This design comes from an exercise in tuning for small area on the open sky130 flow, not from production work. In this exercise RTL edits were held to simulation tests only and were not proved equivalent to the original. Power and IR drop assume default switching activity.

==> inputs of job 2412 <==
==> flow/design.v <==
module queue(
    input clk,
    input rst,
    input wire [31:0] in,
    input signal,
    output wire [31:0] out,
    output queue_full,
    output queue_empty
);
    reg [31:0] mem [7:0];
    reg [31:0] deqOut;
    reg [2:0] head;      
    reg full, empty;
    wire enq = signal & ~full;
    wire deq = ~signal & ~empty;
    wire [7:0] sel;
    genvar g;
    generate
        for (g = 0; g < 8; g = g + 1) begin : g_sel
            assign sel[g] = deq & (head == g);
        end
    endgenerate
    integer i;
    reg [31:0] rd;
    always @(*) begin
        rd = {32{~deq}} & deqOut;
        for (i = 0; i < 8; i = i + 1)
            rd = rd | ({32{sel[i]}} & mem[i]);
    end
    always @(posedge clk) begin
        if (enq) begin
            mem[0] <= in;
            for (i = 1; i < 8; i = i + 1)
                mem[i] <= mem[i - 1];
        end
        deqOut <= rd;
    end
    always @(posedge clk) begin
        if (rst) begin
            head <= 3'd7;
            full <= 1'b0;
            empty <= 1'b1;
        end else if (enq) begin
            head <= head + 3'd1;
            empty <= 1'b0;
            full <= (head == 3'd6);
        end else if (deq) begin
            head <= head - 3'd1;
            full <= 1'b0;
            empty <= (head == 3'd0);
        end
    end
    assign out = deqOut;
    assign queue_full = full;
    assign queue_empty = empty;
endmodule
==> flow/run.sh <==
#!/bin/bash
# synth_recipe.tcl (not shown) runs the flow's synth.tcl, then flattens the netlist and writes it again
# the make line also repeats each setting of config.mk as NAME=value (left out here)
make -C /OpenROAD-flow-scripts/flow DESIGN_CONFIG=/design/flow/config.mk WORK_HOME=/design/flow/orfs CLKGATE_MAP_FILE= SYNTH_SCRIPT=/design/flow/synth_recipe.tcl finish
==> flow/config.mk <==
export PLATFORM = sky130hd
export DESIGN_NAME = queue
export DESIGN_NICKNAME = queue
export VERILOG_FILES = /design/flow/design.v
export SDC_FILE = /design/flow/constraint.sdc
export NUM_CORES = 4
export LEC_CHECK = 0
export CAP_MARGIN = 20
export CORE_MARGIN = 2
export CORE_UTILIZATION = 40
export PLACE_DENSITY = 0.6
export SLEW_MARGIN = 20
==> flow/constraint.sdc <==
create_clock -name core_clock -period 5.0 [get_ports {clk}]
set_input_delay 1.0000 -clock core_clock [delete_from_list [all_inputs] [get_ports {clk}]]
set_output_delay 1.0000 -clock core_clock [all_outputs]
set_load 0.01 [all_outputs]
==> job 5626 (differences from job 2412) <==
==> flow/design.v, changed modules only <==
module queue(
    input clk,
    input rst,
    input wire [31:0] in,
    input signal,
    output wire [31:0] out,
    output queue_full,
    output queue_empty
);
    reg [31:0] mem [7:0];
    reg [31:0] deqOut;
    reg [2:0] head;      
    reg full, empty;
    wire enq = signal & ~full;
    wire deq = ~signal & ~empty;
    wire [7:0] sel;
    wire hold = ~deq;
    assign sel[0] = deq & ~head[2] & ~head[1] & ~head[0];
    assign sel[1] = deq & ~head[2] & ~head[1] &  head[0];
    assign sel[2] = deq & ~head[2] &  head[1] & ~head[0];
    assign sel[3] = deq & ~head[2] &  head[1] &  head[0];
    assign sel[4] = deq &  head[2] & ~head[1] & ~head[0];
    assign sel[5] = deq &  head[2] & ~head[1] &  head[0];
    assign sel[6] = deq &  head[2] &  head[1] & ~head[0];
    assign sel[7] = deq &  head[2] &  head[1] &  head[0];
    genvar g;
    wire [31:0] rd;
    generate
        for (g = 0; g < 32; g = g + 1) begin : g_rd
            queue_rdbit u_rd(
                .sel(sel), .hold(hold),
                .d({mem[7][g], mem[6][g], mem[5][g], mem[4][g],
                    mem[3][g], mem[2][g], mem[1][g], mem[0][g]}),
                .q(deqOut[g]), .y(rd[g]));
        end
    endgenerate
    integer i;
    always @(posedge clk) begin
        if (enq) begin
            mem[0] <= in;
            for (i = 1; i < 8; i = i + 1)
                mem[i] <= mem[i - 1];
        end
        deqOut <= rd;
    end
    wire [2:0] head_up = {head[2] ^ (head[1] & head[0]), head[1] ^ head[0], ~head[0]};
    wire [2:0] head_dn = {head[2] ^ (~head[1] & ~head[0]), ~(head[1] ^ head[0]), ~head[0]};
    always @(posedge clk) begin
        if (rst) begin
            head <= 3'd7;
            full <= 1'b0;
            empty <= 1'b1;
        end else if (enq) begin
            head <= head_up;
            empty <= 1'b0;
            full <= head[2] & head[1] & ~head[0];
        end else if (deq) begin
            head <= head_dn;
            full <= 1'b0;
            empty <= ~head[2] & ~head[1] & ~head[0];
        end
    end
    assign out = deqOut;
    assign queue_full = full;
    assign queue_empty = empty;
endmodule
module queue_rdbit(
    input [7:0] sel,
    input hold,
    input [7:0] d,
    input q,
    output y
);
    wire n0, n1, n2;
    queue_aoi222 u0(.a1(sel[0]), .b1(d[0]), .a2(sel[1]), .b2(d[1]), .a3(sel[2]), .b3(d[2]), .y(n0));
    queue_aoi222 u1(.a1(sel[3]), .b1(d[3]), .a2(sel[4]), .b2(d[4]), .a3(sel[5]), .b3(d[5]), .y(n1));
    queue_aoi222 u2(.a1(sel[6]), .b1(d[6]), .a2(sel[7]), .b2(d[7]), .a3(hold), .b3(q), .y(n2));
    assign y = ~(n0 & n1 & n2);
endmodule
module queue_aoi222(
    input a1, b1, a2, b2, a3, b3,
    output y
);
    assign y = ~((a1 & b1) | (a2 & b2) | (a3 & b3));
endmodule
==> flow/flow/run.sh (new file) <==
#!/bin/bash
# The standard layout, with two changes: the port buffers are the smallest
# buffer (buf_1), and the clock tree uses clkbuf_8 leaf buffers for clusters
# of up to 16 flip-flops, without dummy loads.
set -euo pipefail
export BUFFER_PORTS_ARGS="-buffer_cell sky130_fd_sc_hd__buf_1"
export CTS_ARGS="-sink_clustering_enable -repair_clock_nets -dont_use_dummy_load -sink_clustering_size 16 -sink_clustering_max_diameter 60 -buf_list sky130_fd_sc_hd__clkbuf_8"
bash standard.sh > make.log 2>&1
==> flow/standard.sh (new file) <==
#!/bin/bash
# synth_recipe.tcl (not shown) runs the flow's synth.tcl, then flattens the netlist and writes it again
# the make line also repeats each setting of config.mk as NAME=value (left out here)
make -C /OpenROAD-flow-scripts/flow DESIGN_CONFIG=/design/flow/config.mk WORK_HOME=/design/flow/orfs CLKGATE_MAP_FILE= SYNTH_SCRIPT=/design/flow/synth_recipe.tcl "${@:-finish}"
Settings changed: CORE_UTILIZATION 40 to 50, PLACE_DENSITY 0.6 to 0.65, SYNTH_HIERARCHICAL set to 1, SYNTH_MINIMUM_KEEP_SIZE set to 0.
removed: flow/run.sh
==> job 8819 (differences from job 2412) <==
==> flow/design.v, changed modules only <==
module queue(
    input clk,
    input rst,
    input wire [31:0] in,
    input signal,
    output wire [31:0] out,
    output queue_full,
    output queue_empty
);
    reg [31:0] mem [7:0];
    reg [31:0] deqOut;
    reg [2:0] head;      
    reg full, empty;
    wire enq = signal & ~full;
    wire deq = ~signal & ~empty;
    wire [7:0] sel;
    wire hold = ~deq;
    assign sel[0] = deq & ~head[2] & ~head[1] & ~head[0];
    assign sel[1] = deq & ~head[2] & ~head[1] &  head[0];
    assign sel[2] = deq & ~head[2] &  head[1] & ~head[0];
    assign sel[3] = deq & ~head[2] &  head[1] &  head[0];
    assign sel[4] = deq &  head[2] & ~head[1] & ~head[0];
    assign sel[5] = deq &  head[2] & ~head[1] &  head[0];
    assign sel[6] = deq &  head[2] &  head[1] & ~head[0];
    assign sel[7] = deq &  head[2] &  head[1] &  head[0];
    genvar g;
    wire [31:0] rd;
    generate
        for (g = 0; g < 32; g = g + 1) begin : g_rd
            queue_rdbit u_rd(
                .sel(sel), .hold(hold),
                .d({mem[7][g], mem[6][g], mem[5][g], mem[4][g],
                    mem[3][g], mem[2][g], mem[1][g], mem[0][g]}),
                .q(deqOut[g]), .y(rd[g]));
        end
    endgenerate
    integer i;
    always @(posedge clk) begin
        if (enq) begin
            mem[0] <= in;
            for (i = 1; i < 8; i = i + 1)
                mem[i] <= mem[i - 1];
        end
        deqOut <= rd;
    end
    wire [2:0] head_up = {head[2] ^ (head[1] & head[0]), head[1] ^ head[0], ~head[0]};
    wire [2:0] head_dn = {head[2] ^ (~head[1] & ~head[0]), ~(head[1] ^ head[0]), ~head[0]};
    always @(posedge clk) begin
        if (rst) begin
            head <= 3'd7;
            full <= 1'b0;
            empty <= 1'b1;
        end else if (enq) begin
            head <= head_up;
            empty <= 1'b0;
            full <= head[2] & head[1] & ~head[0];
        end else if (deq) begin
            head <= head_dn;
            full <= 1'b0;
            empty <= ~head[2] & ~head[1] & ~head[0];
        end
    end
    assign out = deqOut;
    assign queue_full = full;
    assign queue_empty = empty;
endmodule
module queue_rdbit(
    input [7:0] sel,
    input hold,
    input [7:0] d,
    input q,
    output y
);
    wire n0, n1, n2;
    queue_aoi222 u0(.a1(sel[0]), .b1(d[0]), .a2(sel[1]), .b2(d[1]), .a3(sel[2]), .b3(d[2]), .y(n0));
    queue_aoi222 u1(.a1(sel[3]), .b1(d[3]), .a2(sel[4]), .b2(d[4]), .a3(sel[5]), .b3(d[5]), .y(n1));
    queue_aoi222 u2(.a1(sel[6]), .b1(d[6]), .a2(sel[7]), .b2(d[7]), .a3(hold), .b3(q), .y(n2));
    assign y = ~(n0 & n1 & n2);
endmodule
module queue_aoi222(
    input a1, b1, a2, b2, a3, b3,
    output y
);
    assign y = ~((a1 & b1) | (a2 & b2) | (a3 & b3));
endmodule
Settings changed: CORE_UTILIZATION 40 to 50, PLACE_DENSITY 0.6 to 0.65, SYNTH_HIERARCHICAL set to 1, SYNTH_MINIMUM_KEEP_SIZE set to 0.
==> job 9270 (differences from job 2412) <==
==> flow/design.v, changed modules only <==
module queue(
    input clk,
    input rst,
    input wire [31:0] in,
    input signal,
    output wire [31:0] out,
    output queue_full,
    output queue_empty
);
    reg [31:0] queue_mem [7:0];
    reg full, empty;
    reg [31:0] deqOut;
    integer size;
    integer i;
    always @(posedge clk) begin
        if (rst) begin
            size = 0;
            full = 0;
            empty = 1;
        end
        else if (signal == 1) begin
            if(size < 8) begin
                queue_mem[size] = in;
                size = size + 1;
                empty = 0;
                if(size == 8) begin
                    full = 1;
                end
            end
        end
        else begin
            if(size > 0) begin
                deqOut = queue_mem[0];
                for (i = 0; i < 7; i = i + 1) begin
                    if (i < size - 1) begin
                        queue_mem[i] = queue_mem[i + 1];
                    end
                end
                size = size - 1;
                full = 0;
                if(size == 0) begin
                    empty = 1;
                end
            end
        end
    end
    assign out = deqOut;
    assign queue_full = full;
    assign queue_empty = empty;
endmodule
==> results.txt <==
- The lowest sequential share of layout area belongs to job 9270, the highest to job 5626.
- Register-to-register slack, highest first: job 8819, job 5626, job 2412, job 9270.
- Worst setup slack: job 9270 < job 2412 < job 8819 < job 5626.
- Between job 2412 and job 5626, the lower die area is in job 5626 (gap 34%, measured against job 5626).
- Clock skew: job 9270 > job 5626 > job 8819 > job 2412.
- In job 2412 the first-iteration DRC count is lower than in job 9270, by about 34%.
- Design area: job 5626 < job 8819 < job 2412 < job 9270.
- Of job 8819 and job 2412, job 2412 has the higher wire length (gap about 13%, measured against job 2412).
- Clock power is about the same in job 2412 and job 8819.
==> figures <==
Buffers & Inverters on Critical Path: job 9270 3; job 8819 1; job 2412 3; job 5626 1
Met2 routed wirelength: job 9270 14.3 mm; job 8819 9.11 mm; job 2412 10.7 mm; job 5626 9.11 mm
Overall routed net length: job 9270 31.5 mm; job 8819 19.2 mm; job 2412 21.9 mm; job 5626 19.2 mm
Run status: job 9270 finished clean; job 8819 finished clean; job 2412 finished clean; job 5626 finished clean
Area share of the largest cell type after synthesis: job 9270 59.1%; job 8819 78.6%; job 2412 73.0%; job 5626 78.6%
Sequential cell area in the final layout: job 9270 9330 sq um; job 8819 8430 sq um; job 2412 8430 sq um; job 5626 8430 sq um
Effective utilization at floorplan: job 9270 40.3%; job 8819 50.6%; job 2412 40.5%; job 5626 50.6%
Switching pwr: job 9270 4.53 mW; job 8819 1.32 mW; job 2412 1.42 mW; job 5626 1.10 mW
Filler cell count: job 9270 3251; job 8819 1364; job 2412 2184; job 5626 1473
Seq pwr share: job 9270 42.0%; job 8819 53.6%; job 2412 52.9%; job 5626 67.8%
Cells after synthesis: job 9270 1338; job 8819 460; job 2412 585; job 5626 460
# H-tree levels: job 9270 2; job 8819 1; job 2412 1; job 5626 1
Power density over the cells: job 9270 708 nW/um^2; job 8819 496 nW/um^2; job 2412 482 nW/um^2; job 5626 432 nW/um^2
Combinational power: job 9270 4.37 mW; job 8819 0.573 mW; job 2412 0.662 mW; job 5626 0.427 mW
Die height: job 9270 195 um; job 8819 144 um; job 2412 166 um; job 5626 144 um
Setup CP Type: job 9270 register to register; job 8819 input port to register; job 2412 input port to register; job 5626 input port to register
Portion of total power attributed to the clock network: job 9270 21.6%; job 8819 36.7%; job 2412 36.2%; job 5626 23.0%
Worst reg2reg startpoint: job 9270 size[0]; job 8819 empty; job 2412 head[2]; job 5626 empty
Count of cells along the worst register-to-register path: job 9270 11; job 8819 5; job 2412 4; job 5626 5

## static timing again, ports no longer ideal
How much do the figures lean on ideal ports? The routed layouts below were timed once more, with nothing changed but the port constraints.
Step 1: set_driving_cell puts a clkbuf_16 on clk and a buf_2 on each other input, an assumption about the parent block.
Step 2 also shifts input and output timing later by t, the mid clock arrival at the registers, as if the neighbouring blocks saw the same clock.
a / b / c = ideal ports / drivers / drivers and shift; a / b = the first two.
run	t (ns)	setup WS [ns]	worst setup path at the end	clock arrival spread, ns	worst data-port slew with drivers (ns)
job 2412	0.585	1.757 / 1.777 / 1.192	input to register	0.013 / 0.013	0.04
job 5626	0.555	2.431 / 2.446 / 1.891	input to register	0.020 / 0.020	0.04
job 8819	0.575	2.138 / 2.157 / 1.582	input to register	0.012 / 0.012	0.03
job 9270	0.581	1.154 / 1.154 / 1.154	input to register	0.034 / 0.033	0.04
After both steps setup and hold are still met in every run listed. For job 2412, which loses most, drivers alone change the setup slack by +0.020 ns; drivers and shift together by -0.565 ns.
